This is an optimization exercise on Yosys and OpenROAD, whose aim is small area and a short achievable clock period, not a production implementation. Where RTL was checked, it was by simulation tests only, not by an equivalence proof against the original. For runs 1 to 3, only the layout was checked, not whether the RTL still works. Power is estimated from default activity; no workload was simulated.

==> flow/design.v <==
module packet_identifier #(
    parameter GEN1_PIPEWIDTH = 8,
    parameter GEN2_PIPEWIDTH = 16,
    parameter GEN3_PIPEWIDTH = 32,
    parameter GEN4_PIPEWIDTH = 8,
    parameter GEN5_PIPEWIDTH = 8
)(
    input  [511:0] data_in,
    input  [63:0]  DK,
    input          valid_pd,
    input  [2:0]   gen,
    input          linkup,
    input          clk,
    input          rst,
    input  [4:0]   numberOfDetectedLanes,
    input  [127:0] syncHeader,
    output [511:0] data_out,
    output [63:0]  pl_valid,
    output [63:0]  pl_dlpstart,
    output [63:0]  pl_dlpend,
    output [63:0]  pl_tlpstart,
    output [63:0]  pl_tlpedb,
    output [63:0]  pl_tlpend,
    output         w
);
assign data_out = data_in;
assign w = valid_pd & linkup;
wire m12 = (gen == 3'd1) | (gen == 3'd2);
reg [2:0] lb;    
reg       bnz;   
reg [2:0] ln;    
always @* begin
    bnz = 1'b1;
    case (gen)
        3'd1: lb = 3'd0;
        3'd2: lb = 3'd1;
        3'd3: lb = 3'd2;
        3'd4: lb = 3'd0;
        3'd5: lb = 3'd0;
        default: begin lb = 3'd0; bnz = 1'b0; end
    endcase
    case (numberOfDetectedLanes)
        5'b00001: ln = 3'd0;
        5'b00010: ln = 3'd1;
        5'b00100: ln = 3'd2;
        5'b01000: ln = 3'd3;
        default:  ln = 3'd4;
    endcase
end
wire [2:0] lv = lb + ln;   
wire [6:0] vseg;
assign vseg[0] = bnz;
assign vseg[1] = bnz & (lv >= 3'd1);
assign vseg[2] = bnz & (lv >= 3'd2);
assign vseg[3] = bnz & (lv >= 3'd3);
assign vseg[4] = bnz & (lv >= 3'd4);
assign vseg[5] = bnz & (lv >= 3'd5);
assign vseg[6] = bnz & (lv >= 3'd6);
reg       pt_q, pd_q, s1_q, hd_q;
reg [6:0] c_q;
reg [5:0] hx_q;
reg        pt, pd, s1, hd;
reg [6:0]  c;
reg [63:0] b1ev;
reg [63:0] o_tlpstart, o_dlpstart, o_tlpend, o_tlpedb, o_dlpend, o_valid;
reg [7:0]  d;
reg        q, p, k, dt;
reg        hiF, isFB, isFD, isFE, is5C, isF0, is53, isxF, isC0;
reg        idle, kFB, k5C, kFD, kFE, stp, sdp1, sdp2, b1, tst, dec, fin;
reg [7:0]  bor;
reg [6:0]  cd;
reg [2:0]  seg;
integer i, b;
always @* begin
    pt = pt_q;
    pd = pd_q;
    s1 = s1_q;
    hd = hd_q;
    c  = c_q;
    for (i = 0; i < 64; i = i + 1) begin
        seg = (i == 0) ? 3'd0 : (i < 2) ? 3'd1 : (i < 4) ? 3'd2 : (i < 8) ? 3'd3 :
              (i < 16) ? 3'd4 : (i < 32) ? 3'd5 : 3'd6;
        d  = data_in[8*i +: 8];
        q  = vseg[seg] & m12;
        p  = vseg[seg] & ~m12 & syncHeader[2*i+1] & ~syncHeader[2*i];
        k  = q & DK[i];
        dt = q & ~DK[i];
        hiF  = &d[7:4];
        isFB = hiF & (d[3:0] == 4'hB);
        isFD = hiF & (d[3:0] == 4'hD);
        isFE = hiF & (d[3:0] == 4'hE);
        isF0 = hiF & (d[3:0] == 4'h0);
        is5C = (d == 8'h5C);
        is53 = (d == 8'h53);
        isxF = &d[3:0];
        isC0 = (d == 8'hC0);
        idle = ~(pt | pd | s1 | hd);
        kFB = k & isFB;
        k5C = k & is5C;
        kFD = k & isFD;
        kFE = k & isFE;
        stp  = p & idle & isxF;
        sdp1 = p & idle & isF0;
        sdp2 = p & s1 & is53;
        b1   = p & hd & c[1] & c[0];
        tst  = p & hd & ~c[1] & c[0];
        dec  = p & (hd | pt | pd);
        bor[0] = dec;
        for (b = 0; b < 7; b = b + 1)
            bor[b+1] = bor[b] & ~c[b];
        fin = bor[7];
        o_tlpstart[i] = kFB | tst;
        o_dlpstart[i] = k5C | sdp2;
        o_tlpend[i]   = (kFD & pt) | (fin & pt & ~isC0);
        o_tlpedb[i]   = kFE | (fin & pt & isC0);
        o_dlpend[i]   = (kFD & pd) | (fin & pd);
        o_valid[i]    = (dt & (pt | pd)) | (dec & ~hd & ~fin);
        b1ev[i] = b1;
        cd = c ^ bor[6:0];
        c[0] = cd[0] & ~sdp2;
        c[1] = cd[1] & ~sdp2;
        c[2] = cd[2] & ~(stp & ~d[4]) & ~sdp2;
        c[3] = cd[3] & ~(stp & ~d[5]);
        c[4] = cd[4] & ~(stp & ~d[6]) & ~sdp2;
        c[5] = cd[5] & ~(stp & ~d[7]) & ~sdp2;
        c[6] = cd[6] & ~(b1 & ~(|d[5:0])) & ~sdp2;
        pt = kFB | (pt & ~(k5C | kFD | kFE) & ~fin) | tst;
        pd = k5C | (pd & ~(kFB | kFD | kFE) & ~fin) | sdp2;
        s1 = sdp1 | (s1 & ~sdp2);
        hd = stp | (hd & ~tst);
    end
end
assign pl_tlpstart = o_tlpstart;
assign pl_dlpstart = o_dlpstart;
assign pl_tlpend   = o_tlpend;
assign pl_tlpedb   = o_tlpedb;
assign pl_dlpend   = o_dlpend;
assign pl_valid    = o_valid;
reg [5:0] hsel;
reg       later;
integer kk;
always @* begin
    hsel = 6'd0;
    later = 1'b0;
    for (kk = 63; kk >= 0; kk = kk - 1) begin
        hsel = hsel | ({6{b1ev[kk] & ~later}} & data_in[8*kk +: 6]);
        later = later | b1ev[kk];
    end
end
wire anyb1 = later;
wire [5:0] hx_pre = anyb1 ? ((hsel == 6'd0) ? 6'd0 : hsel - 6'd1) : hx_q;
wire       norm = pt & ~c[6] & (hx_pre != 6'd0);
always @(posedge clk) begin
    if (!rst) begin
        pt_q <= 1'b0;
        pd_q <= 1'b0;
        s1_q <= 1'b0;
        hd_q <= 1'b0;
        c_q  <= 7'h7F;
        hx_q <= 6'd0;
    end else begin
        pt_q <= pt;
        pd_q <= pd;
        s1_q <= s1;
        hd_q <= hd;
        c_q  <= {c[6] | norm, c[5:0]};
        hx_q <= norm ? hx_pre - 6'd1 : hx_pre;
    end
end
endmodule
==> flow/run.sh <==
#!/bin/bash
# synth_recipe.tcl (not shown) runs the flow's synth.tcl, then flattens the netlist and writes it again
# the make line also repeats each setting of config.mk as NAME=value (left out here)
make -C /OpenROAD-flow-scripts/flow DESIGN_CONFIG=/design/flow/config.mk WORK_HOME=/design/flow/orfs CLKGATE_MAP_FILE= SYNTH_SCRIPT=/design/flow/synth_recipe.tcl finish
==> flow/config.mk <==
export PLATFORM = sky130hd
export DESIGN_NAME = packet_identifier
export DESIGN_NICKNAME = packet_identifier
export VERILOG_FILES = /design/flow/design.v
export SDC_FILE = /design/flow/constraint.sdc
export NUM_CORES = 4
export LEC_CHECK = 0
export CAP_MARGIN = 20
export CELL_PAD_IN_SITES_DETAIL_PLACEMENT = 2
export CELL_PAD_IN_SITES_GLOBAL_PLACEMENT = 2
export CORE_MARGIN = 2
export CORE_UTILIZATION = 25
export PLACE_DENSITY = 0.4
export SLEW_MARGIN = 20
==> flow/constraint.sdc <==
create_clock -name core_clock -period 500.0 [get_ports {clk}]
set_input_delay 100.0000 -clock core_clock [delete_from_list [all_inputs] [get_ports {clk}]]
set_output_delay 100.0000 -clock core_clock [all_outputs]
set_load 0.01 [all_outputs]
==> results of run 1 <==
[Yosys cell counts (49+ instances only)]
master / count
inv_1: 226
xor2_1: 68
buf_4: 542
nand2b_1: 95
o21bai_1: 74
and3_1: 147
a21o_1: 50
or4_1: 70
or3_1: 77
and2_1: 85
nand3b_1: 113
and4_1: 49
nand2_1: 679
or2_2: 92
a21oi_1: 342
o211ai_1: 59
clkbuf_1: 115
nor3_1: 306
nand4_1: 194
nor4bb_1: 52
a211oi_1: 58
a211o_1: 67
o21ai_0: 387
ha_1: 452
nand3_1: 266
nor2_1: 850
nor4_1: 115
a31oi_1: 87
nor3b_1: 54
[cells by family after synthesis]
logic type	synth area share (%)
and+or+nand+nor	42.5
AOI/OAI and AO/OA	28.3
buffers and inverters	12.8
adders and majority gates	12.9
xor gates and xnor gates	1.56
muxes	1.03
DFF	0.776
==> summary.txt, run 1 <==
Yosys
  • Area contributors post-synth: ha_1, buf_4, nor2_1
  • Largest area contributor in the synthesized netlist: ha_1
  • Warnings from Yosys: 1
  • Cells after Synth: 6762
  • Seq/Total Area, Yosys: 0.776%
  • Post-Syn Nets: 7931
  • Mapped Area: 43800 µm²
  • Top cell type's share of synthesized area: 12.9%
  • Synthesized area per cell: 6.48 µm²
  • Yosys cell types: 154
  • EDFF count, synth: 0
  • Ys async rst share: 0%
  • Primary FF master, synth: dfxtp_1
  • #FFs+latches synth: 17

Outcome
  • Status: aborted with a tool error
  • Err: [ERROR PPL-0024] Number of IO pins (1613) exceeds maximum number of available positions (1530). Increase the die perimeter from 1690.98um to 2193.68um.
  • Stopped at: 3_2_place_iop

Floorplan
  • Row cnt: 153
  • Die H: 423 µm
  • Starting density of the core: 25.2%
  • Chip Width: 423 µm
==> run 2, diff against run 1 <==
--- a/flow/config.mk
+++ b/flow/config.mk
@@ -5,10 +5,11 @@
 export SDC_FILE = /design/flow/constraint.sdc
 export NUM_CORES = 4
 export LEC_CHECK = 0
+export ABC_AREA = 1
 export CAP_MARGIN = 20
 export CELL_PAD_IN_SITES_DETAIL_PLACEMENT = 2
 export CELL_PAD_IN_SITES_GLOBAL_PLACEMENT = 2
-export CORE_MARGIN = 2
-export CORE_UTILIZATION = 25
+export CORE_AREA = 4 4 1046 156
+export DIE_AREA = 0 0 1050 160
 export PLACE_DENSITY = 0.4
 export SLEW_MARGIN = 20
==> run 2 against run 1 <==
Now clean on timing, DRC and antenna. Synthesized cell count is 11% higher. Area after synthesis down 3.3%.
==> summary.txt, run 2 <==
Power and ir drop
  • Overall Power: 139 µW
  • Switching pwr: 91.4 µW
  • Clock network fraction of total power: 1.2%
  • Max power group: combinational cells
  • Sequential share of power: 1.3%
  • Switching Fraction: 65.6%
  • Internal: 47.8 µW
  • Combinational power share: 97.4%
  • Leak: 28.0 nW
  • Max VDD drop: 0.00255 mV
  • Pwr Density: 2.42 nW/µm²
  • Seq group: 1.87 µW
  • Clock net power: 1.69 µW
  • Power Combinational: 136 µW

Placement
  • I/O Buffers: 1612
  • Place WS: 158260 ps
  • GPL Wtd Cong: 0.946
  • HPWL Detailed: 224000 µm

Clock tree
  • Root Driver: clkbuf_16
  • Setup Fix Bufs, Post-CTS: 0
  • Clock tree buffer depth: 2
  • CTS buffer count: 3
  • Worst-Skew Late Latency: 250 ps
  • CTS tree: built
  • CTS H-tree depth: 1
  • Cts repair resizes: 0
  • Hold_buf cts: 0
  • Clock-pin transition on the worst setup and hold timing paths: 60 ps
  • Clk sink count: 17

Setup path
  • Reg-to-Reg End: hx_q[1]
  • Crit end category: output pin
  • Crit-path max cell delay: 560 ps
  • FF-to-FF Start: pt_q
  • Critical path arrival: 242820 ps
  • Setup CP Type: in -> out
  • Critical-path top delay cell: clkdlybuf4s50_1
  • FF-to-FF path depth: 1039
  • CP most frequent cell: ha_1
  • Family with the most delay on the worst path: adder cells
  • FF-to-FF setup slack: 351190 ps
  • Buf/Inv on CP: 84
  • Crit path depth: 881
  • Critical path fanouts, max: 5
  • Crit path required time: 400000 ps
  • Crit. Startpoint: gen[1]
  • CP Launch Type: input port
  • Worst setup endpoint: pl_dlpend[63]

GRT
  • Total global-route track usage: 28.0%
  • Largest net degree at the start of global routing: 31
  • Total grt overflow: 0
  • Vias in the first global route: 57000
  • Antenna violations before repair: 9
  • First-pass GRT wire length: 370000 µm

Yosys
  • Yosys cell types: 68 (-56%)
  • Largest area contributor in the synthesized netlist: ha_1
  • Ys async rst share: 0% (unchanged)
  • Cells after Synth: 7534 (+11%)
  • Post-Syn Nets: 8703 (+9.7%)
  • #FFs+latches synth: 17 (unchanged)
  • Mapped Area: 42400 µm² (-3.3%)
  • Seq/Total Area, Yosys: 0.803% (+0.026 points)
  • Primary FF master, synth: dfxtp_1
  • EDFF count, synth: 0 (unchanged)
  • Commonest cells post-synth: inv_1, nand2_1, nor2_1, buf_4, nand3_1
  • Warnings from Yosys: 1 (unchanged)
  • Top-count cell post-synth: inv_1
  • Synthesized area per cell: 5.63 µm² (-13%)
  • Top cell type's share of synthesized area: 13.3% (+0.44 points)
  • Area contributors post-synth: ha_1, inv_1, nand2_1

STA
  • Setup Skew: 2.87 ps
  • Setup ws final: 157180 ps
  • Slew Viols, Final: 0
  • Final setup fails: 0
  • Count of final hold-check violations: 0
  • TNS Setup: 0 ps
  • RSZ-0062 raised after global routing: no
  • F_max: 2.92 MHz
  • Worst-Margin Slew: 1060 ps
  • Minimum clock period: 342820 ps
  • Final Cycle Share: 68.6%
  • Relative slew margins: 29.1%

Route
  • Antenna violation net count after detailed routing: 0
  • Post-detailed-route wirelength per cell: 23.2 µm
  • DRC viols: 0
  • DRT Pass-1 Iters: 5
  • Vias: 54700
  • Routed wire length: 250000 µm
  • DR iter-0 viols: 3504
  • Via/cell ratio: 5.07

Floorplan
  • Io pins: 1613
  • Core area: 156000 µm²
  • Die H: 160 µm (-62%)
  • Die area: 168000 µm²
  • Row cnt: 55 (-64%)
  • Chip Width: 1050 µm (+150%)
  • Starting density of the core: 27.2% (+2.0 points)

Worst hold path
  • WHS Endpoint: hx_q[0]
  • Hold path start: hx_q[0]
  • Hold path depth: 4
  • Hold WC Path Type: reg -> reg

Final layout
  • Largest register FFs: 7
  • Most common cell after layout, fill and taps aside: clkdlybuf4s50_1
  • Area delta synth->final: 35.6%
  • Most frequent cells in the layout: clkdlybuf4s50_1, inv_1, nand2_1, nor2_1, nand3_1
  • Largest Register: c_q
  • Nets: 9809
  • Top flop regs: c_q: 7 flops, hx_q: 6 flops
  • Share of cells above drive strength 1: 8.42%

Outcome
  • Status: timing/DRC/antenna clean

Job
  • Maxcap violations: 0
run 2: cell count changes after synthesis, moves of 160 or more:
| cell | delta |
|---|---|
| o21ai_0 | -160 |
| nand3_1 | +193 |
| nor2_1 | +201 |
| inv_1 | +1153 |
| nand2_1 | +627 |
| nand2_2 | +193 |
run 2: routing by layer:
metal  part of all wire [%]  GRT usage (%)  vias up
met5                 0.0052              0        -
met2                     45           46.0     1042
li1                       -              -    26500
met1                     50           40.8    27100
met3                    4.4           2.90      116
met4                   0.99           2.83        2
run 2: cell families (layout without fill, tap and decap cells):
group,count (synthesis),after routing,share of synthesized area [%]
DFF,17,17,0.803
adders and majority gates,453,453,13.4
AOI/OAI and AO/OA,752,752,10.2
buffers and inverters,1941,3046,21.9
xor gates and xnor gates,2,2,0.0413
and+or+nand+nor,4369,4369,53.6
other,0,6,0
run 2: final cells by class:
type | instances | area, µm²
well taps | 2137 | 2670
inverters | 1411 | 5310
multi-input cells | 5576 | 32800
repair buffers | 1631 | 16300
clock inverters | 1 | 7.51
flip-flops and latches | 17 | 340
fillers | 19600 | 98300
diodes | 6 | 15.0
clock buffers | 3 | 75.1
run 2: per-stage QoR:
stage	utilization, %	hold WS (ps)	area (µm²)	cells
after floorplan	-	558	42400	7534
after global placement	36.8	591	57400	10800
after detailed placement	36.8	605	57400	10800
after CTS	36.9	617	57500	10800
after global routing	36.9	658	57500	10800
final	36.9	606	57500	10800
==> run 3, diff against run 2 <==
==> flow/flow/run.sh (new file) <==
#!/bin/bash
# Own layout flow: the standard flow (standard.sh) with
#  - the standard flow's synthesis script, but an area-oriented ABC mapping script (flow/area.abc),
#    no full-adder extraction and no buffers on pass-through wires;
#  - sky130_fd_sc_hd__buf_1 as the buffer on every input and output port.
# Each tool's output goes to the ORFS logs under orfs/logs; make's output to flow_make.log.
set -euo pipefail
W=$(pwd)
# the ORFS synthesis script, with the ABC arguments re-pointed at our script
sed -e 's|^source \$::env(SCRIPTS_DIR)/synth_preamble.tcl$|&\nset abc_args [list -script '"$W"'/flow/area.abc {*}$lib_args {*}$lib_dont_use_args]|' \
    "$FLOW_HOME/scripts/synth.tcl" > "$W/synth_own_orfs.tcl"
grep -q "flow/area.abc" "$W/synth_own_orfs.tcl"
# The standard flow's synthesis wrapper, sourcing the patched script
sed -e "s|source \$::env(SCRIPTS_DIR)/synth.tcl|source $W/synth_own_orfs.tcl|" \
    "$W/synth_recipe.tcl" > "$W/synth_own.tcl"
grep -q "synth_own_orfs.tcl" "$W/synth_own.tcl"
bash "$W/standard.sh" \
    SYNTH_SCRIPT="$W/synth_own.tcl" \
    SYNTH_INSBUF=0 \
    ADDER_MAP_FILE= \
    "BUFFER_PORTS_ARGS=-buffer_cell sky130_fd_sc_hd__buf_1" \
    finish > "$W/flow_make.log" 2>&1
test -s "$W/out/final.def"
==> flow/flow/area.abc (new file) <==
strash
&get -n
&st
&syn2
&dch -f
&nf -R 1000
&put
==> flow/standard.sh (new file) <==
#!/bin/bash
# synth_recipe.tcl (not shown) runs the flow's synth.tcl, then flattens the netlist and writes it again
# the make line also repeats each setting of config.mk as NAME=value (left out here)
make -C /OpenROAD-flow-scripts/flow DESIGN_CONFIG=/design/flow/config.mk WORK_HOME=/design/flow/orfs CLKGATE_MAP_FILE= SYNTH_SCRIPT=/design/flow/synth_recipe.tcl "${@:-finish}"
removed: flow/run.sh
==> run 3 against run 2 <==
Core utilization down 14 points. Area after synthesis shrank 38%. Maximum frequency increased by 4.8%. Design area down 37%. Highest routed layer unchanged.
==> summary.txt, run 3 <==
Floorplan
  • Chip Width: 1050 µm (unchanged)
  • Row cnt: 55 (unchanged)
  • Starting density of the core: 17.0% (-10 points)
  • Io pins: 1613 (unchanged)
  • Die area: 168000 µm² (unchanged)
  • Die H: 160 µm (unchanged)
  • Core area: 156000 µm² (unchanged)

Final layout
  • Area delta synth->final: 36.2%
  • Most common cell after layout, fill and taps aside: buf_1
  • Top flop regs: c_q: 7 flops, hx_q: 6 flops
  • Sequential cell area: 340 µm² (unchanged)
  • Most frequent cells in the layout: buf_1, nor2_1, nand2_1, nor3_1, nand3_1
  • Share of cells above drive strength 1: 1.94% (-6.5 points)
  • Fill count: 20000 (+2.1%)
  • Largest register FFs: 7 (unchanged)
  • Area occupied by multi-input gates: 25700 µm² (-22%)
  • Largest Register: c_q
  • Nets: 7166 (-27%)

Placement
  • GPL Wtd Cong: 0.966 (+2.1%)
  • HPWL Detailed: 247000 µm (+10%)
  • I/O Buffers: 1580 (-2.0%)
  • Place WS: 175940 ps (+17670 ps)

Yosys
  • Mapped Area: 26500 µm² (-38%)
  • EDFF count, synth: 0 (unchanged)
  • Area contributors post-synth: nor2_1, nand2_1, nor3_1
  • Commonest cells post-synth: nor2_1, nand2_1, nor3_1, nand3_1, o21ai_0
  • Ys async rst share: 0% (unchanged)
  • Top-count cell post-synth: nor2_1
  • Top cell type's share of synthesized area: 13.7% (+0.32 points)
  • #FFs+latches synth: 17 (unchanged)
  • Synth Area in Simple Gates: 62.7% (+9.1 points)
  • Warnings from Yosys: 1 (unchanged)
  • Synthesized area per cell: 5.56 µm² (-1.1%)
  • Cells after Synth: 4761 (-37%)
  • Primary FF master, synth: dfxtp_1
  • Largest family of logic cells by synthesized area: simple AND/OR/NAND/NOR gates
  • Seq/Total Area, Yosys: 1.28% (+0.48 points)
  • Mux cell area share after synthesis: 0.0378% (+0.038 points)
  • Post-Syn Nets: 5477 (-37%)
  • Compound-Gate Fraction of Synth Area: 24.2% (+14 points)
  • Largest area contributor in the synthesized netlist: nor2_1
  • Synth Area in XOR/XNOR: 9.69% (+9.6 points)
  • Yosys cell types: 63 (-7.4%)
  • Synth Area in Adders: 0% (-13 points)

Clock tree
  • Clk sink count: 17 (unchanged)
  • Cts repair resizes: 0 (unchanged)
  • Setup Fix Bufs, Post-CTS: 0 (unchanged)
  • Clock tree buffer depth: 2 (unchanged)
  • Hold_buf cts: 0 (unchanged)
  • Root Driver: clkbuf_16
  • CTS tree: built
  • CTS buffer count: 3 (unchanged)
  • Worst-Skew Late Latency: 260 ps (about the same)
  • CTS H-tree depth: 1 (unchanged)
  • Clock-pin transition on the worst setup and hold timing paths: 60 ps (about the same)

Setup path
  • Crit. Startpoint: gen[0]
  • CP most frequent cell: nand2_1
  • Crit end category: output pin
  • Crit-path max cell delay: 840 ps (+280 ps)
  • Reg-to-Reg End: hx_q[4]
  • Critical path fanouts, max: 8 (+3)
  • Crit path required time: 400000 ps (about the same)
  • Worst setup endpoint: pl_tlpend[63]
  • Buf/Inv on CP: 17 (-80%)
  • FF-to-FF setup slack: 366060 ps (+14870 ps)
  • Critical-path top delay cell: a21oi_1
  • CP Launch Type: input port
  • Crit path depth: 548 (-38%)
  • FF-to-FF path depth: 556 (-46%)
  • FF-to-FF Start: hd_q
  • Critical path arrival: 227250 ps (-15570 ps)
  • Setup CP Type: in -> out
  • Family with the most delay on the worst path: simple AND/OR/NAND/NOR gates

Route
  • Antenna violation net count after detailed routing: 0 (unchanged)
  • DRC viols: 0 (unchanged)
  • DR iter-0 viols: 4844 (+38%)
  • Via/cell ratio: 5.39 (+6.2%)
  • Routed wire length: 273000 µm (+9.3%)
  • Post-detailed-route wirelength per cell: 31.8 µm (+37%)
  • DRT Pass-1 Iters: 6 (+1)
  • Vias: 46300 (-15%)

Power and ir drop
  • Switching pwr: 104 µW (+14%)
  • Seq group: 2.23 µW (+19%)
  • Combinational power share: 97.3% (about the same)
  • Clock network fraction of total power: 1.2% (about the same)
  • Switching Fraction: 70.2% (+4.6 points)
  • Internal: 44.2 µW (-7.7%)
  • Power Combinational: 144 µW (+6%)
  • Leak: 11.0 nW (-61%)
  • Pwr Density: 4.11 nW/µm² (+70%)
  • Max power group: combinational cells
  • Clock net power: 1.80 µW (+7%)
  • Max VDD drop: 0.00236 mV (-7.6%)
  • Sequential share of power: 1.5% (+0.2 points)

Worst hold path
  • Hold WC Path Type: reg -> reg
  • Hold path depth: 3 (-1)
  • Hold path start: hx_q[1]
  • WHS Endpoint: hx_q[1]

GRT
  • Total grt overflow: 0 (unchanged)
  • Largest net degree at the start of global routing: 29 (-6.5%)
  • Antenna violations before repair: 36 (+27)
  • First-pass GRT wire length: 371000 µm (+0.35%)
  • Total global-route track usage: 30.5% (+2.5 points)
  • Vias in the first global route: 45000 (-21%)

STA
  • F_max: 3.06 MHz (+4.8%)
  • TNS Setup: 0 ps (unchanged)
  • Minimum clock period: 327250 ps (-15560 ps)
  • Count of final hold-check violations: 0 (unchanged)
  • Worst-Margin Slew: 1380 ps (+328 ps)
  • Relative slew margins: 7.74% (-21 points)
  • Setup ws final: 172750 ps (+15560 ps)
  • Setup Skew: 3.85 ps (+0.984 ps)
  • Final setup fails: 0 (unchanged)
  • Slew Viols, Final: 0 (unchanged)
  • RSZ-0062 raised after global routing: no
  • Final Cycle Share: 65.5% (-3.1 points)

Outcome
  • Status: timing/DRC/antenna clean

Job
  • Maxcap violations: 0 (unchanged)
[run 3: changes by cell type after synthesis, sizes merged, moves of 167 or more]
cell   delta
inv    -1400
nand2  -1005
buf     -517
ha      -452
nand3   -380
nor2    -223
xnor2   +167
[run 3: per-stage QoR]
step	cells	power, mW	area, µm²	hold WS (ps)	util, %
3_3_place_gp	8579	0.139	35900	625	23.1
6_report	8595	0.148	36100	644	23.2
2_1_floorplan	4761	0.0843	26500	554	-
5_1_grt	8588	0.159	36100	697	23.1
4_1_cts	8583	0.144	36000	646	23.1
3_5_place_dp	8579	0.141	35900	632	23.1
[run 3: final cells by class]
class / instances / share of cell area [%]
Antenna cell: 9 / 0.0624
Sequential cell: 17 / 0.943
Inverter: 147 / 1.53
Multi-Input combinational cell: 4597 / 71.2
Clock inverter: 1 / 0.0208
Clock buffer: 3 / 0.208
Tap cell: 2137 / 7.41
Timing Repair Buffer: 1684 / 18.6
[run 3: worst min-delay path by stage]
stage,end,cells past startpoint
3_3_place_gp,hx_q[1],3
2_1_floorplan,hx_q[3],3
[run 3: power by group through the flow]
stage             clock [mW]  sequential, mW  combinational [mW]
floorplan                  0         0.00205              0.0822
global placement           0         0.00222               0.137
[run 3: cells by family after synthesis]
| family | Yosys count |
|---|---|
| multiplexers | 1 |
| AO/OA/AOI/OAI | 946 |
| buffers and inverters | 147 |
| AND/OR/NAND/NOR | 3357 |
| XOR/XNOR | 293 |
| flip-flops | 17 |
[run 3: per-layer routing]
metal / routed length, µm / global-route usage, % / share of wire (%) / vias up
li1: - / - / - / 21000
met1: 146000 / 49.9 / 53 / 23900
met2: 101000 / 40.4 / 37 / 1363
met3: 25000 / 7.44 / 9.2 / 43
met4: 860 / 1.02 / 0.31 / 6
met5: 28 / 0 / 0.010 / -
==> run 4, diff against run 3 <==
--- a/flow/design.v
+++ b/flow/design.v
@@ -56,27 +56,29 @@
 assign vseg[4] = bnz & (lv >= 3'd4);
 assign vseg[5] = bnz & (lv >= 3'd5);
 assign vseg[6] = bnz & (lv >= 3'd6);
-reg       pt_q, pd_q, s1_q, hd_q;
+reg       act_q, ty_q, hd_q, s1_q;
 reg [6:0] c_q;
 reg [5:0] hx_q;
-reg        pt, pd, s1, hd;
+reg        act, ty, hd, s1, e0, e1;
 reg [6:0]  c;
 reg [63:0] b1ev;
 reg [63:0] o_tlpstart, o_dlpstart, o_tlpend, o_tlpedb, o_dlpend, o_valid;
 reg [7:0]  d;
 reg        q, p, k, dt;
 reg        hiF, isFB, isFD, isFE, is5C, isF0, is53, isxF, isC0;
-reg        idle, kFB, k5C, kFD, kFE, stp, sdp1, sdp2, b1, tst, dec, fin;
-reg [7:0]  bor;
+reg        kFB, k5C, kFD, kFE, stp, sdp1, sdp2, b1, tst, dec, fin, c2, zs;
+reg [6:0]  bor;
 reg [6:0]  cd;
 reg [2:0]  seg;
 integer i, b;
 always @* begin
-    pt = pt_q;
-    pd = pd_q;
-    s1 = s1_q;
-    hd = hd_q;
-    c  = c_q;
+    act = act_q;
+    ty  = ty_q;
+    hd  = hd_q;
+    s1  = s1_q;
+    c   = c_q;
+    e0  = (c_q == 7'd0);
+    e1  = (c_q == 7'd1);
     for (i = 0; i < 64; i = i + 1) begin
         seg = (i == 0) ? 3'd0 : (i < 2) ? 3'd1 : (i < 4) ? 3'd2 : (i < 8) ? 3'd3 :
               (i < 16) ? 3'd4 : (i < 32) ? 3'd5 : 3'd6;
@@ -94,29 +96,31 @@
         is53 = (d == 8'h53);
         isxF = &d[3:0];
         isC0 = (d == 8'hC0);
-        idle = ~(pt | pd | s1 | hd);
         kFB = k & isFB;
         k5C = k & is5C;
         kFD = k & isFD;
         kFE = k & isFE;
-        stp  = p & idle & isxF;
-        sdp1 = p & idle & isF0;
+        stp  = p & ~act & ~s1 & isxF;
+        sdp1 = p & ~act & ~s1 & isF0;
         sdp2 = p & s1 & is53;
-        b1   = p & hd & c[1] & c[0];
-        tst  = p & hd & ~c[1] & c[0];
-        dec  = p & (hd | pt | pd);
-        bor[0] = dec;
-        for (b = 0; b < 7; b = b + 1)
-            bor[b+1] = bor[b] & ~c[b];
-        fin = bor[7];
+        dec  = p & act;
+        fin  = dec & e0;
+        b1   = dec & hd & c[1] & c[0];
+        tst  = dec & hd & ~c[1] & c[0];
+        c2   = (c == 7'd2);
         o_tlpstart[i] = kFB | tst;
         o_dlpstart[i] = k5C | sdp2;
-        o_tlpend[i]   = (kFD & pt) | (fin & pt & ~isC0);
-        o_tlpedb[i]   = kFE | (fin & pt & isC0);
-        o_dlpend[i]   = (kFD & pd) | (fin & pd);
-        o_valid[i]    = (dt & (pt | pd)) | (dec & ~hd & ~fin);
+        o_tlpend[i]   = (kFD & act & ty) | (fin & ty & ~isC0);
+        o_tlpedb[i]   = kFE | (fin & ty & isC0);
+        o_dlpend[i]   = (kFD & act & ~ty) | (fin & ~ty);
+        o_valid[i]    = (dt & act) | (dec & ~hd & ~fin);
         b1ev[i] = b1;
-        cd = c ^ bor[6:0];
+        zs = 1'b1;
+        for (b = 0; b < 7; b = b + 1) begin
+            bor[b] = dec & zs;
+            zs = zs & ~c[b];
+        end
+        cd = c ^ bor;
         c[0] = cd[0] & ~sdp2;
         c[1] = cd[1] & ~sdp2;
         c[2] = cd[2] & ~(stp & ~d[4]) & ~sdp2;
@@ -124,10 +128,12 @@
         c[4] = cd[4] & ~(stp & ~d[6]) & ~sdp2;
         c[5] = cd[5] & ~(stp & ~d[7]) & ~sdp2;
         c[6] = cd[6] & ~(b1 & ~(|d[5:0])) & ~sdp2;
-        pt = kFB | (pt & ~(k5C | kFD | kFE) & ~fin) | tst;
-        pd = k5C | (pd & ~(kFB | kFD | kFE) & ~fin) | sdp2;
-        s1 = sdp1 | (s1 & ~sdp2);
-        hd = stp | (hd & ~tst);
+        e0  = dec ? e1 : e0;
+        e1  = dec ? c2 : e1;
+        act = kFB | k5C | stp | sdp2 | (act & ~fin & ~kFD & ~kFE);
+        ty  = kFB | stp | (ty & ~k5C & ~sdp2);
+        hd  = stp | (hd & ~tst);
+        s1  = sdp1 | (s1 & ~sdp2);
     end
 end
 assign pl_tlpstart = o_tlpstart;
@@ -149,22 +155,22 @@
 end
 wire anyb1 = later;
 wire [5:0] hx_pre = anyb1 ? ((hsel == 6'd0) ? 6'd0 : hsel - 6'd1) : hx_q;
-wire       norm = pt & ~c[6] & (hx_pre != 6'd0);
+wire       norm = act & ~hd & ty & ~c[6] & (hx_pre != 6'd0);
 always @(posedge clk) begin
     if (!rst) begin
-        pt_q <= 1'b0;
-        pd_q <= 1'b0;
-        s1_q <= 1'b0;
-        hd_q <= 1'b0;
-        c_q  <= 7'h7F;
-        hx_q <= 6'd0;
+        act_q <= 1'b0;
+        ty_q  <= 1'b0;
+        hd_q  <= 1'b0;
+        s1_q  <= 1'b0;
+        c_q   <= 7'h7F;
+        hx_q  <= 6'd0;
     end else begin
-        pt_q <= pt;
-        pd_q <= pd;
-        s1_q <= s1;
-        hd_q <= hd;
-        c_q  <= {c[6] | norm, c[5:0]};
-        hx_q <= norm ? hx_pre - 6'd1 : hx_pre;
+        act_q <= act;
+        ty_q  <= ty;
+        hd_q  <= hd;
+        s1_q  <= s1;
+        c_q   <= {c[6] | norm, c[5:0]};
+        hx_q  <= norm ? hx_pre - 6'd1 : hx_pre;
     end
 end
 endmodule
--- a/flow/flow/run.sh
+++ b/flow/flow/run.sh
@@ -17,6 +17,7 @@
 bash "$W/standard.sh" \
     SYNTH_SCRIPT="$W/synth_own.tcl" \
     SYNTH_INSBUF=0 \
+    SETUP_SLACK_MARGIN=250 \
     ADDER_MAP_FILE= \
     "BUFFER_PORTS_ARGS=-buffer_cell sky130_fd_sc_hd__buf_1" \
     finish > "$W/flow_make.log" 2>&1
==> run 4 against run 3 <==
Hold slack got worse by 51 ps. Non-clock buffer count increased by 275. Global-route usage increased by 3.4 points. Still clean. Critical path depth shrank 315. Combinational power decreased by 49%. Critical path type unchanged. Highest routed layer unchanged.
==> summary.txt, run 4 <==
Final layout
  • Most common cell after layout, fill and taps aside: buf_1
  • Most frequent cells in the layout: buf_1, nor2_1, nand2_1, buf_4, nor3_1
  • Nets: 7873 (+9.9%)
  • Largest Register: c_q
  • Share of cells above drive strength 1: 13.7% (+12 points)
  • Largest register FFs: 7 (unchanged)
  • Area delta synth->final: 51.9%
  • Top flop regs: c_q: 7 flops, hx_q: 6 flops

STA
  • Final setup fails: 0 (unchanged)
  • Setup Skew: 4.55 ps (+0.696 ps)
  • Slew Viols, Final: 0 (unchanged)
  • Minimum clock period: 248210 ps (-79050 ps)
  • Count of final hold-check violations: 0 (unchanged)
  • Relative slew margins: 8.27% (+0.53 points)
  • Worst hold slack: 593 ps (-51.0 ps)
  • RSZ-0062 raised after global routing: no
  • F_max: 4.03 MHz (+32%)
  • Worst-Margin Slew: 1380 ps (-7.93 ps)
  • TNS Setup: 0 ps (unchanged)
  • Final Cycle Share: 49.6% (-16 points)

Placement
  • GPL Wtd Cong: 1.04 (+7.5%)
  • HPWL Detailed: 269000 µm (+8.8%)
  • I/O Buffers: 1580 (unchanged)

Floorplan
  • Die H: 160 µm (unchanged)
  • Row cnt: 55 (unchanged)
  • Starting density of the core: 18.6% (+1.6 points)
  • Io pins: 1613 (unchanged)
  • Die area: 168000 µm² (unchanged)
  • Core area: 156000 µm² (unchanged)
  • Chip Width: 1050 µm (unchanged)

Route
  • Antenna violation net count after detailed routing: 0 (unchanged)
  • DRT Pass-1 Iters: 6 (unchanged)
  • Routed wire length: 306000 µm (+12%)
  • Vias: 52400 (+13%)
  • Wl on met1: 160000 µm (+9.6%)
  • DRC viols: 0 (unchanged)
  • Via/cell ratio: 5.64 (+4.6%)
  • Post-detailed-route wirelength per cell: 32.9 µm (+3.6%)
  • Routed wl met3: 31500 µm (+26%)
  • Uppermost layer routed: met5
  • DR iter-0 viols: 5135 (+6.0%)
  • Met2 routed WL: 113000 µm (+11%)

Yosys
  • Mapped Area: 28900 µm² (+9.3%)
  • Seq/Total Area, Yosys: 1.18% (-0.11 points)
  • Yosys cell types: 69 (+9.5%)
  • Top-count cell post-synth: nor2_1
  • Synthesized area per cell: 5.57 µm² (+0.19%)
  • Commonest cells post-synth: nor2_1, nand2_1, nor3_1, o21ai_0, nand3_1
  • EDFF count, synth: 0 (unchanged)
  • Warnings from Yosys: 1 (unchanged)
  • Post-Syn Nets: 5908 (+7.9%)
  • Top cell type's share of synthesized area: 12.7% (-0.92 points)
  • #FFs+latches synth: 17 (unchanged)
  • Cells after Synth: 5192 (+9.1%)
  • Ys async rst share: 0% (unchanged)
  • Area contributors post-synth: nor2_1, nand2_1, nor3_1
  • Primary FF master, synth: dfxtp_1
  • Largest area contributor in the synthesized netlist: nor2_1

Setup path
  • FF-to-FF path depth: 251 (-55%)
  • Setup CP Type: in -> out
  • Critical-path top delay cell: or4_4
  • Critical path fanouts, max: 9 (+1)
  • Critical path arrival: 148210 ps (-79040 ps)
  • Worst setup endpoint: pl_tlpstart[63]
  • Crit-path max cell delay: 580 ps (-260 ps)
  • Crit path required time: 400000 ps (about the same)
  • FF-to-FF Start: c_q[4]
  • Crit. Startpoint: gen[0]
  • Crit end category: output pin
  • FF-to-FF setup slack: 443940 ps (+77880 ps)
  • Reg-to-Reg End: hx_q[5]
  • CP Launch Type: input port
  • CP most frequent cell: buf_4

Power and ir drop
  • Pwr Density: 1.76 nW/µm² (-57%)
  • Combinational power share: 95.4% (-1.9 points)
  • Switching Fraction: 67.8% (-2.4 points)
  • Max VDD drop: 0.000952 mV (-60%)
  • Clock network fraction of total power: 2.2% (+1.0 points)
  • Switching pwr: 52.4 µW (-50%)
  • Sequential share of power: 2.4% (+0.9 points)
  • Leak: 13.8 nW (+25%)
  • Internal: 24.8 µW (-44%)

Clock tree
  • CTS tree: built
  • Worst-Skew Late Latency: 260 ps (about the same)
  • Clock-pin transition on the worst setup and hold timing paths: 50 ps (about the same)
  • CTS H-tree depth: 1 (unchanged)
  • Root Driver: clkbuf_16
  • Clock tree buffer depth: 2 (unchanged)
  • Hold_buf cts: 0 (unchanged)
  • CTS buffer count: 3 (unchanged)
  • Clk sink count: 17 (unchanged)

Job
  • Maxcap violations: 0 (unchanged)

Outcome
  • Status: timing/DRC/antenna clean

GRT
  • Largest net degree at the start of global routing: 31 (+6.9%)
  • First-pass GRT wire length: 415000 µm (+12%)
  • Total global-route track usage: 33.9% (+3.4 points)
  • Vias in the first global route: 50600 (+12%)
  • Antenna violations before repair: 28 (-22%)
  • Total grt overflow: 0 (unchanged)

Worst hold path
  • Hold WC Path Type: reg -> reg
-- run 4: cell types whose count changed after synthesis, moves of 25 or more --
cell	delta
o21a_1	-25
a22oi_1	-30
o31ai_1	+25
nor2b_1	-28
mux2i_1	+32
nand2_1	+147
o21ai_0	+90
nand2b_1	+43
a21oi_1	+30
nand3_1	+27
-- run 4: worst max-delay path, delay by kind of cell --
family | cells | cell delay [ps]
buffers and inverters | 25 | 4120
XOR/XNOR | 5 | 870
AND/OR/NAND/NOR | 160 | 33750
AO/OA/AOI/OAI | 41 | 8780
multiplexers | 2 | 400
-- run 4: how the worst min path moves through the flow --
| stage | cells after the start | endpoint | slack, ps | from |
|---|---|---|---|---|
| 5_1_grt | 2 | hx_q[5] | 650 | hx_q[5] |
| 3_5_place_dp | 2 | hx_q[5] | 580 | hx_q[5] |
| 3_3_place_gp | 2 | hx_q[5] | 560 | hx_q[5] |
| 4_1_cts | 2 | hx_q[5] | 590 | hx_q[5] |
| 6_report | 2 | hx_q[5] | 590 | hx_q[5] |
| 2_1_floorplan | 2 | hx_q[5] | 510 | hx_q[5] |
-- run 4: cell families (layout without fill, tap and decap cells) --
family                    count (synthesis)  count (layout)  synth area share (%)
AOI/OAI and AO/OA                      1130            1130                  26.5
xor gates and xnor gates                274             274                  8.29
buffers and inverters                   165            2128                  2.14
DFF                                      17              17                  1.18
muxes                                    37              37                  1.30
other                                     0               9                     0
and+or+nand+nor                        3569            3570                  60.6
-- run 4: final cells by class --
type                            instances  area [µm²]
Antenna cell                            9        22.5
Clock buffer                            4        78.8
Fill cell                           19800      112000
Inverter                              165         633
Multi-Input combinational cell       5011       31400
Sequential cell                        17         340
Tap cell                             2137        2670
Timing Repair Buffer                 1959        8860
-- run 4: power groups by stage --
stage | Sequential, mW | Clock, mW | Combinational [mW]
CTS | 0.00185 | 0.00170 | 0.0670
detailed placement | 0.00185 | 0 | 0.0622
finish | 0.00187 | 0.00168 | 0.0737
global route | 0.00190 | 0.00177 | 0.0783
global placement | 0.00186 | 0 | 0.0612
floorplan | 0.00174 | 0 | 0.0333
-- run 4: timing repair --
action	4_1_cts	5_1_grt
pin swaps	61	95
gates cloned	1	0
buffers inserted	89	119
setup endpoints to repair	116	37
resized for setup	440	367
-- run 4: metal layers --
metal / vias to the layer above / GRT usage [%]
li1: 23400 / -
met4: 18 / 1.59
met5: - / 0
met3: 111 / 10.8
met2: 1696 / 43.9
met1: 27200 / 54.5
-- run 4: stage by stage --
| stage | cells | area, µm² | power [mW] | setup slack (ps) | util (%) |
|---|---|---|---|---|---|
| finish | 9302 | 44000 | 0.0772 | 251790 | 28.2 |
| global placement | 9075 | 39000 | 0.0631 | 231830 | 25.0 |
| detailed placement | 9076 | 39000 | 0.0641 | 230990 | 25.0 |
| global route | 9294 | 44000 | 0.0820 | 249660 | 28.2 |
| floorplan | 5192 | 29000 | 0.0350 | 250130 | - |
| CTS | 9170 | 41500 | 0.0706 | 250010 | 26.6 |
==> run 5, diff against run 4 <==
--- a/flow/flow/run.sh
+++ b/flow/flow/run.sh
@@ -17,7 +17,7 @@
 bash "$W/standard.sh" \
     SYNTH_SCRIPT="$W/synth_own.tcl" \
     SYNTH_INSBUF=0 \
-    SETUP_SLACK_MARGIN=250 \
+    SETUP_SLACK_MARGIN=238 \
     ADDER_MAP_FILE= \
     "BUFFER_PORTS_ARGS=-buffer_cell sky130_fd_sc_hd__buf_1" \
     finish > "$W/flow_make.log" 2>&1
==> run 5 against run 4 <==
Still clean on timing, DRC and antenna. First-iteration DRC count is 7.2% higher. Design area is 9.0% lower. Core utilization down 2.5 points. Count of clock-buffer cells in the layout unchanged. Synthesized cell count did not move. Non-clock buffer count down 178. Sequential share of layout area grew 0.076 points. Combinational power down 11%. Power shrank 10%. Sequential power about the same. Area after synthesis stayed put. Via count shrank 2.4%. Critical path type unchanged. Critical endpoint is now pl_dlpstart[63]. Highest routed layer unchanged.
==> summary.txt, run 5 <==
Floorplan
  • Io pins: 1613 (unchanged)
  • Die area: 168000 µm² (unchanged)
  • Chip Width: 1050 µm (unchanged)
  • Core area: 156000 µm² (unchanged)
  • Row cnt: 55 (unchanged)
  • Starting density of the core: 18.6% (unchanged)
  • Die H: 160 µm (unchanged)

Route
  • DR iter-0 viols: 5504 (+7.2%)
  • Met2 routed WL: 109000 µm (-3.7%)
  • Uppermost layer routed: met5
  • Vias: 51200 (-2.4%)
  • Wl on met1: 159000 µm (-0.72%)
  • Via/cell ratio: 5.61 (-0.43%)
  • DRC viols: 0 (unchanged)
  • Routed wl met3: 32400 µm (+2.9%)
  • Antenna violation net count after detailed routing: 0 (unchanged)
  • Post-detailed-route wirelength per cell: 33.1 µm (+0.51%)
  • Routed wire length: 302000 µm (-1.5%)
  • DRT Pass-1 Iters: 5 (-1)

Worst hold path
  • Hold WC Path Type: reg -> reg
  • Hold path start: hx_q[5]

STA
  • Relative slew margins: 14.2% (+5.9 points)
  • Final setup fails: 0 (unchanged)
  • TNS Setup: 0 ps (unchanged)
  • F_max: 3.87 MHz (-3.8%)
  • Minimum clock period: 258100 ps (+9890 ps)
  • Worst-Margin Slew: 1290 ps (-89.0 ps)
  • Count of final hold-check violations: 0 (unchanged)
  • Setup Skew: 2.18 ps (-2.37 ps)
  • Final Cycle Share: 51.6% (+2.0 points)
  • Slew Viols, Final: 0 (unchanged)
  • RSZ-0062 raised after global routing: no

Setup path
  • Crit path depth: 232 (-0.43%)
  • Crit path required time: 400000 ps (about the same)
  • Critical path fanouts, max: 13 (+4)
  • CP Launch Type: input port
  • Worst setup endpoint: pl_dlpstart[63]
  • CP most frequent cell: nand2_1
  • Crit. Startpoint: gen[1]
  • FF-to-FF setup slack: 434640 ps (-9300 ps)
  • Reg-to-Reg End: hx_q[4]
  • FF-to-FF path depth: 252 (+0.40%)
  • Buf/Inv on CP: 26 (+4.0%)
  • Family with the most delay on the worst path: simple AND/OR/NAND/NOR gates
  • Critical-path top delay cell: or4_4
  • Crit end category: output pin
  • FF-to-FF Start: s1_q
  • Crit-path max cell delay: 680 ps (+100 ps)
  • Setup CP Type: in -> out
  • Critical path arrival: 158100 ps (+9890 ps)

Final layout
  • Fin util: 25.7% (-2.5 points)
  • Final cell count without fillers: 9120 (-2.0%)
  • Fill count: 20100 (+1.7%)
  • Largest Register: c_q
  • Most frequent cells in the layout: buf_1, nor2_1, nand2_1, nor3_1, o21ai_0
  • Top flop regs: c_q: 7 flops, hx_q: 6 flops
  • Most common cell after layout, fill and taps aside: buf_1
  • Nets: 7694 (-2.3%)
  • Area delta synth->final: 38.3%
  • Largest register FFs: 7 (unchanged)
  • Share of cells above drive strength 1: 5.17% (-8.5 points)

Yosys
  • EDFF count, synth: 0 (unchanged)
  • Synthesized area per cell: 5.57 µm² (unchanged)
  • Area contributors post-synth: nor2_1, nand2_1, nor3_1
  • #FFs+latches synth: 17 (unchanged)
  • Mapped Area: 28900 µm² (unchanged)
  • Cells after Synth: 5192 (unchanged)
  • Largest area contributor in the synthesized netlist: nor2_1
  • Top cell type's share of synthesized area: 12.7% (unchanged)
  • Primary FF master, synth: dfxtp_1
  • Yosys cell types: 69 (unchanged)
  • Ys async rst share: 0% (unchanged)
  • Warnings from Yosys: 1 (unchanged)
  • Seq/Total Area, Yosys: 1.18% (unchanged)
  • Commonest cells post-synth: nor2_1, nand2_1, nor3_1, o21ai_0, nand3_1
  • Post-Syn Nets: 5908 (unchanged)
  • Top-count cell post-synth: nor2_1

Clock tree
  • CTS buffer count: 3 (unchanged)
  • CTS tree: built
  • Clk sink count: 17 (unchanged)
  • Root Driver: clkbuf_16
  • Worst-Skew Late Latency: 250 ps (about the same)
  • CTS H-tree depth: 1 (unchanged)
  • Clock tree buffer depth: 2 (unchanged)
  • Clock-pin transition on the worst setup and hold timing paths: 60 ps (about the same)

Placement
  • GPL Wtd Cong: 1.02 (-1.9%)
  • Cells after DPL: 9074 (-0.022%)
  • I/O Buffers: 1580 (unchanged)
  • HPWL Detailed: 269000 µm (+0.11%)

GRT
  • Vias in the first global route: 49800 (-1.6%)
  • Antenna violations before repair: 43 (+54%)
  • Largest net degree at the start of global routing: 34 (+9.7%)
  • Total grt overflow: 0 (unchanged)
  • First-pass GRT wire length: 409000 µm (-1.2%)
  • Total global-route track usage: 33.6% (-0.24 points)

Job
  • Maxcap violations: 0 (unchanged)

Power and ir drop
  • Max VDD drop: 0.00100 mV (+5.5%)
  • Overall Power: 69.3 µW (-10%)
  • Pwr Density: 1.73 nW/µm² (-1.3%)
  • Leak: 12.1 nW (-13%)

Outcome
  • Status: timing/DRC/antenna clean
-- run 5: cell counts after synthesis --
No cell type changed its count.
-- run 5: kinds of logic after synthesis --
group,count (synthesis),share of synthesized area [%]
compound gates,1130,26.5
xor+xnor,274,8.29
buf+inv,165,2.14
flops,17,1.18
mux,37,1.30
simple gates,3569,60.6
-- run 5: area by class of cell --
class | instances | area (µm²) | area share (%)
Antenna cell | 6 | 15.0 | 0.0375
Multi-Input combinational cell | 5010 | 28800 | 72.1
Inverter | 165 | 619 | 1.55
Tap cell | 2137 | 2670 | 6.68
Clock buffer | 4 | 78.8 | 0.197
Timing Repair Buffer | 1781 | 7460 | 18.6
Sequential cell | 17 | 340 | 0.850
-- run 5: report_power, final --
| part | internal (mW) | leakage, nW | total [mW] | switching [mW] |
|---|---|---|---|---|
| combinational | 0.0181 | 11.9 | 0.0658 | 0.0477 |
| sequential | 0.00156 | 0.139 | 0.00184 | 0.000278 |
| clock | 0.00109 | 0.0382 | 0.00169 | 0.000604 |
| total | 0.0207 | 12.1 | 0.0693 | 0.0486 |
-- run 5: per-stage QoR --
step	hold slack (ps)	setup WS, ps	area, µm²
after floorplan	515	249700	28900
after global placement	547	231770	39000
after detailed placement	577	231100	39000
after CTS	584	238050	39400
after global routing	639	237910	40000
final	602	241900	40000
-- run 5: worst min path at each step --
stage | to | depth (start not counted) | slack [ps]
2_1_floorplan | hx_q[5] | 2 | 510
3_3_place_gp | hx_q[5] | 2 | 550
3_5_place_dp | hx_q[5] | 2 | 580
4_1_cts | hx_q[5] | 2 | 580
5_1_grt | hx_q[5] | 2 | 640
6_report | hx_q[5] | 2 | 600
-- run 5: worst reg2reg max path: cells and delay by family (launching register included) --
kind / cells / cell delay (ps)
buffers and inverters: 26 / 5690
xor gates and xnor gates: 2 / 300
DFF: 1 / 380
and+or+nand+nor: 178 / 45940
AOI/OAI and AO/OA: 42 / 11600
muxes: 4 / 1390
-- run 5: per-layer routing --
layer  vias to the layer above  global-route usage [%]
li1                      23000                       -
met3                       105                    11.6
met5                         -                       0
met2                      1671                    42.9
met4                        14                    1.87
met1                     26400                    54.0
-- run 5: timing repair --
item | in CTS | in global routing
gates cloned | 0 | 0
setup buffers | 7 | 25
hold buffers | 0 | 0
endpoints found under the setup margin | 42 | 43
resized for setup | 53 | 112
pin swaps | 3 | 15
==> run 6, diff against run 5 <==
--- a/flow/flow/run.sh
+++ b/flow/flow/run.sh
@@ -17,7 +17,6 @@
 bash "$W/standard.sh" \
     SYNTH_SCRIPT="$W/synth_own.tcl" \
     SYNTH_INSBUF=0 \
-    SETUP_SLACK_MARGIN=238 \
     ADDER_MAP_FILE= \
     "BUFFER_PORTS_ARGS=-buffer_cell sky130_fd_sc_hd__buf_1" \
     finish > "$W/flow_make.log" 2>&1
==> run 6 against run 5 <==
Sequential share of layout area about the same. Core utilization shrank 0.55 points. Register-to-register slack worse by 12000 ps. Combinational power decreased by 3%. Wire length is 0.38% lower. Critical path depth is 11 lower. Count of clock-buffer cells in the layout did not move.
==> summary.txt, run 6 <==
Route
  • DRT Pass-1 Iters: 6 (+1)
  • Routed wire length: 301000 µm (-0.38%)
  • DR iter-0 viols: 5518 (+0.25%)
  • Vias: 51100 (-0.22%)
  • Post-detailed-route wirelength per cell: 33.1 µm (about the same)
  • DRC viols: 0 (unchanged)
  • Antenna violation net count after detailed routing: 0 (unchanged)
  • Via/cell ratio: 5.62 (+0.17%)

Yosys
  • Mux cell area share after synthesis: 1.30% (unchanged)
  • Area contributors post-synth: nor2_1, nand2_1, nor3_1
  • Commonest cells post-synth: nor2_1, nand2_1, nor3_1, o21ai_0, nand3_1
  • Yosys cell types: 69 (unchanged)
  • Post-Syn Nets: 5908 (unchanged)
  • Seq/Total Area, Yosys: 1.18% (unchanged)
  • Primary FF master, synth: dfxtp_1
  • Synthesized area per cell: 5.57 µm² (unchanged)
  • #FFs+latches synth: 17 (unchanged)
  • Synth Area in Simple Gates: 60.6% (unchanged)
  • Ys async rst share: 0% (unchanged)
  • Top-count cell post-synth: nor2_1
  • Mapped Area: 28900 µm² (unchanged)
  • Largest family of logic cells by synthesized area: simple AND/OR/NAND/NOR gates
  • Synth Area in Adders: 0% (unchanged)
  • Top cell type's share of synthesized area: 12.7% (unchanged)
  • Warnings from Yosys: 1 (unchanged)
  • Compound-Gate Fraction of Synth Area: 26.5% (unchanged)
  • Largest area contributor in the synthesized netlist: nor2_1
  • Synth Area in XOR/XNOR: 8.29% (unchanged)
  • EDFF count, synth: 0 (unchanged)
  • Cells after Synth: 5192 (unchanged)

Setup path
  • Crit-path max cell delay: 880 ps (+200 ps)
  • FF-to-FF path depth: 241 (-4.4%)
  • Crit end category: output pin
  • Critical path fanouts, max: 13 (unchanged)
  • Crit. Startpoint: gen[1]
  • FF-to-FF setup slack: 422380 ps (-12260 ps)
  • Setup CP Type: in -> out
  • Critical-path top delay cell: a21oi_1
  • Critical path arrival: 171300 ps (+13200 ps)
  • FF-to-FF Start: s1_q
  • CP most frequent cell: nor3_1
  • Reg-to-Reg End: hx_q[4]
  • CP Launch Type: input port
  • Crit path required time: 400000 ps (about the same)

Power and ir drop
  • Internal: 19.8 µW (-4.4%)
  • Pwr Density: 1.73 nW/µm² (-0.42%)
  • Sequential share of power: 2.7% (about the same)
  • Switching Fraction: 70.7% (+0.58 points)
  • Switching pwr: 47.8 µW (-1.7%)
  • Max VDD drop: 0.000989 mV (-1.5%)
  • Clock network fraction of total power: 2.5% (about the same)
  • Overall Power: 67.6 µW (-2.5%)
  • Leak: 11.7 nW (-2.7%)
  • Combinational power share: 94.8% (about the same)

Final layout
  • Most common cell after layout, fill and taps aside: buf_1
  • Area occupied by multi-input gates: 28200 µm² (-2.1%)
  • Top flop regs: c_q: 7 flops, hx_q: 6 flops
  • Nets: 7661 (-0.43%)
  • Fill count: 20100 (+0.14%)
  • Largest register FFs: 7 (unchanged)
  • Final cell count without fillers: 9085 (-0.38%)
  • Largest Register: c_q
  • Sequential cell area: 340 µm² (unchanged)
  • Area delta synth->final: 35.4%
  • Share of cells above drive strength 1: 3.10% (-2.1 points)
  • Most frequent cells in the layout: buf_1, nor2_1, nand2_1, nor3_1, o21ai_0

Placement
  • Cells after DPL: 9074 (unchanged)
  • HPWL Detailed: 269000 µm (unchanged)
  • GPL Wtd Cong: 1.02 (unchanged)
  • I/O Buffers: 1580 (unchanged)

Job
  • Maxcap violations: 0 (unchanged)

GRT
  • Total grt overflow: 0 (unchanged)
  • First-pass GRT wire length: 409000 µm (-0.19%)
  • Total global-route track usage: 33.6% (-0.062 points)
  • Vias in the first global route: 49600 (-0.34%)
  • Largest net degree at the start of global routing: 34 (unchanged)
  • Antenna violations before repair: 40 (-7.0%)

STA
  • Final Cycle Share: 54.3% (+2.6 points)
  • Slew Viols, Final: 0 (unchanged)
  • Count of final hold-check violations: 0 (unchanged)
  • Setup Skew: 3.32 ps (+1.14 ps)
  • Worst hold slack: 600 ps (-2.20 ps)
  • Relative slew margins: 9.85% (-4.3 points)
  • Worst-Margin Slew: 1350 ps (+61.2 ps)
  • Minimum clock period: 271300 ps (+13200 ps)
  • RSZ-0062 raised after global routing: no
  • TNS Setup: 0 ps (unchanged)
  • F_max: 3.69 MHz (-4.9%)
  • Final setup fails: 0 (unchanged)

Outcome
  • Status: timing/DRC/antenna clean

Worst hold path
  • Hold path depth: 2 (unchanged)
  • Hold path start: hx_q[5]
  • WHS Endpoint: hx_q[5]
  • Hold WC Path Type: reg -> reg

Clock tree
  • Clock-pin transition on the worst setup and hold timing paths: 60 ps (about the same)
  • Cts repair resizes: 0 (-100%)
  • Clock tree buffer depth: 2 (unchanged)
  • Clk sink count: 17 (unchanged)
  • Hold_buf cts: 0 (unchanged)
  • Worst-Skew Late Latency: 250 ps (about the same)
  • CTS tree: built
  • CTS buffer count: 3 (unchanged)
  • Root Driver: clkbuf_16
  • Setup Fix Bufs, Post-CTS: 0 (-7)
  • CTS H-tree depth: 1 (unchanged)

Floorplan
  • Core area: 156000 µm² (unchanged)
  • Chip Width: 1050 µm (unchanged)
  • Starting density of the core: 18.6% (unchanged)
  • Die area: 168000 µm² (unchanged)
  • Io pins: 1613 (unchanged)
  • Die H: 160 µm (unchanged)
  • Row cnt: 55 (unchanged)
-- run 6: final cells by class --
class	instances	area share, %
Sequential cell	17	0.869
Timing Repair Buffer	1748	18.4
Clock buffer	4	0.201
Antenna cell	4	0.0255
Multi-Input combinational cell	5010	72.1
Tap cell	2137	6.82
Inverter	165	1.58
-- run 6: logic make-up (layout without fill, tap and decap cells) --
| family | Yosys count | count (layout) |
|---|---|---|
| flops | 17 | 17 |
| buf+inv | 165 | 1917 |
| simple gates | 3569 | 3569 |
| xor+xnor | 274 | 274 |
| other cells | 0 | 4 |
| compound gates | 1130 | 1130 |
| mux | 37 | 37 |
-- run 6: per-layer routing --
metal	vias to the layer above	global-route usage, %	part of all wire, %
li1	22900	-	-
met2	1657	42.8	36
met5	-	0	0.029
met1	26400	54.1	53
met3	88	11.4	10
met4	12	1.70	0.52
-- run 6: worst max-delay path by stage --
stage | slack (ps) | cells past startpoint | endpoint
4_1_cts | 230870 | 222 | pl_valid[63]
6_report | 228700 | 221 | pl_valid[63]
5_1_grt | 223070 | 227 | pl_valid[63]
3_5_place_dp | 231100 | 225 | pl_valid[63]
3_3_place_gp | 231770 | 222 | pl_valid[63]
2_1_floorplan | 249700 | 208 | pl_valid[63]
-- run 6: metrics by stage --
step	util [%]	setup WS [ps]	area (µm²)
6_report	25.1	228700	39200
5_1_grt	25.1	223070	39200
4_1_cts	25.1	230870	39100
3_5_place_dp	25.0	231100	39000
3_3_place_gp	25.0	231770	39000
2_1_floorplan	-	249700	28900
-- run 6: power groups by stage --
| stage | Sequential, mW | Clock [mW] | Combinational [mW] |
|---|---|---|---|
| after floorplan | 0.00174 | 0 | 0.0333 |
| after global placement | 0.00185 | 0 | 0.0608 |
| after detailed placement | 0.00185 | 0 | 0.0617 |
| after CTS | 0.00183 | 0.00172 | 0.0620 |
| after global routing | 0.00187 | 0.00177 | 0.0689 |
| final | 0.00184 | 0.00169 | 0.0641 |
-- run 6: worst max-delay path, delay by kind of cell --
| kind | cells | cell delay, ps |
|---|---|---|
| simple gates | 162 | 52540 |
| compound gates | 39 | 14540 |
| buf+inv | 16 | 3060 |
| xor+xnor | 3 | 470 |
| mux | 1 | 470 |

afterwards: timing with drivers on the ports:
The flow's constraints put no driver on any port. The routed layouts listed below were extracted and timed again, unchanged, in two steps.
Step 1 sets driving cells, clkbuf_16 on the clock port and buf_2 on the other inputs (assumed; they add their load-dependent delay and slew).
Step 2 moves the port delays by t, midway between the first and last clock arrival at a register: inputs arrive t later, outputs are due t later. That takes back most of the time a late clock gives input paths.
Slacks: no drivers / after step 1 / after step 2; pairs: no drivers / after step 1.
run | t, ns | slack for setup (ns) | worst hold slack (ns) | worst setup path after step 2 | pins driven straight from the clock port
run 2 | 0.289 | 157.184 / 157.133 / 157.133 | 0.606 / 0.606 / 0.606 | input to output | 1
run 3 | 0.297 | 172.747 / 172.699 / 172.699 | 0.644 / 0.644 / 0.644 | input to output | 1
run 4 | 0.293 | 251.794 / 251.682 / 251.682 | 0.593 / 0.593 / 0.593 | input to output | 1
run 5 | 0.294 | 241.904 / 241.833 / 241.833 | 0.602 / 0.602 / 0.602 | input to output | 1
run 6 | 0.295 | 228.704 / 228.635 / 228.635 | 0.600 / 0.600 / 0.600 | input to output | 1
After both steps setup and hold are still met in every run listed. The setup slack of run 4, which loses most, moves by -0.112 ns with the drivers and by -0.112 ns with both steps.
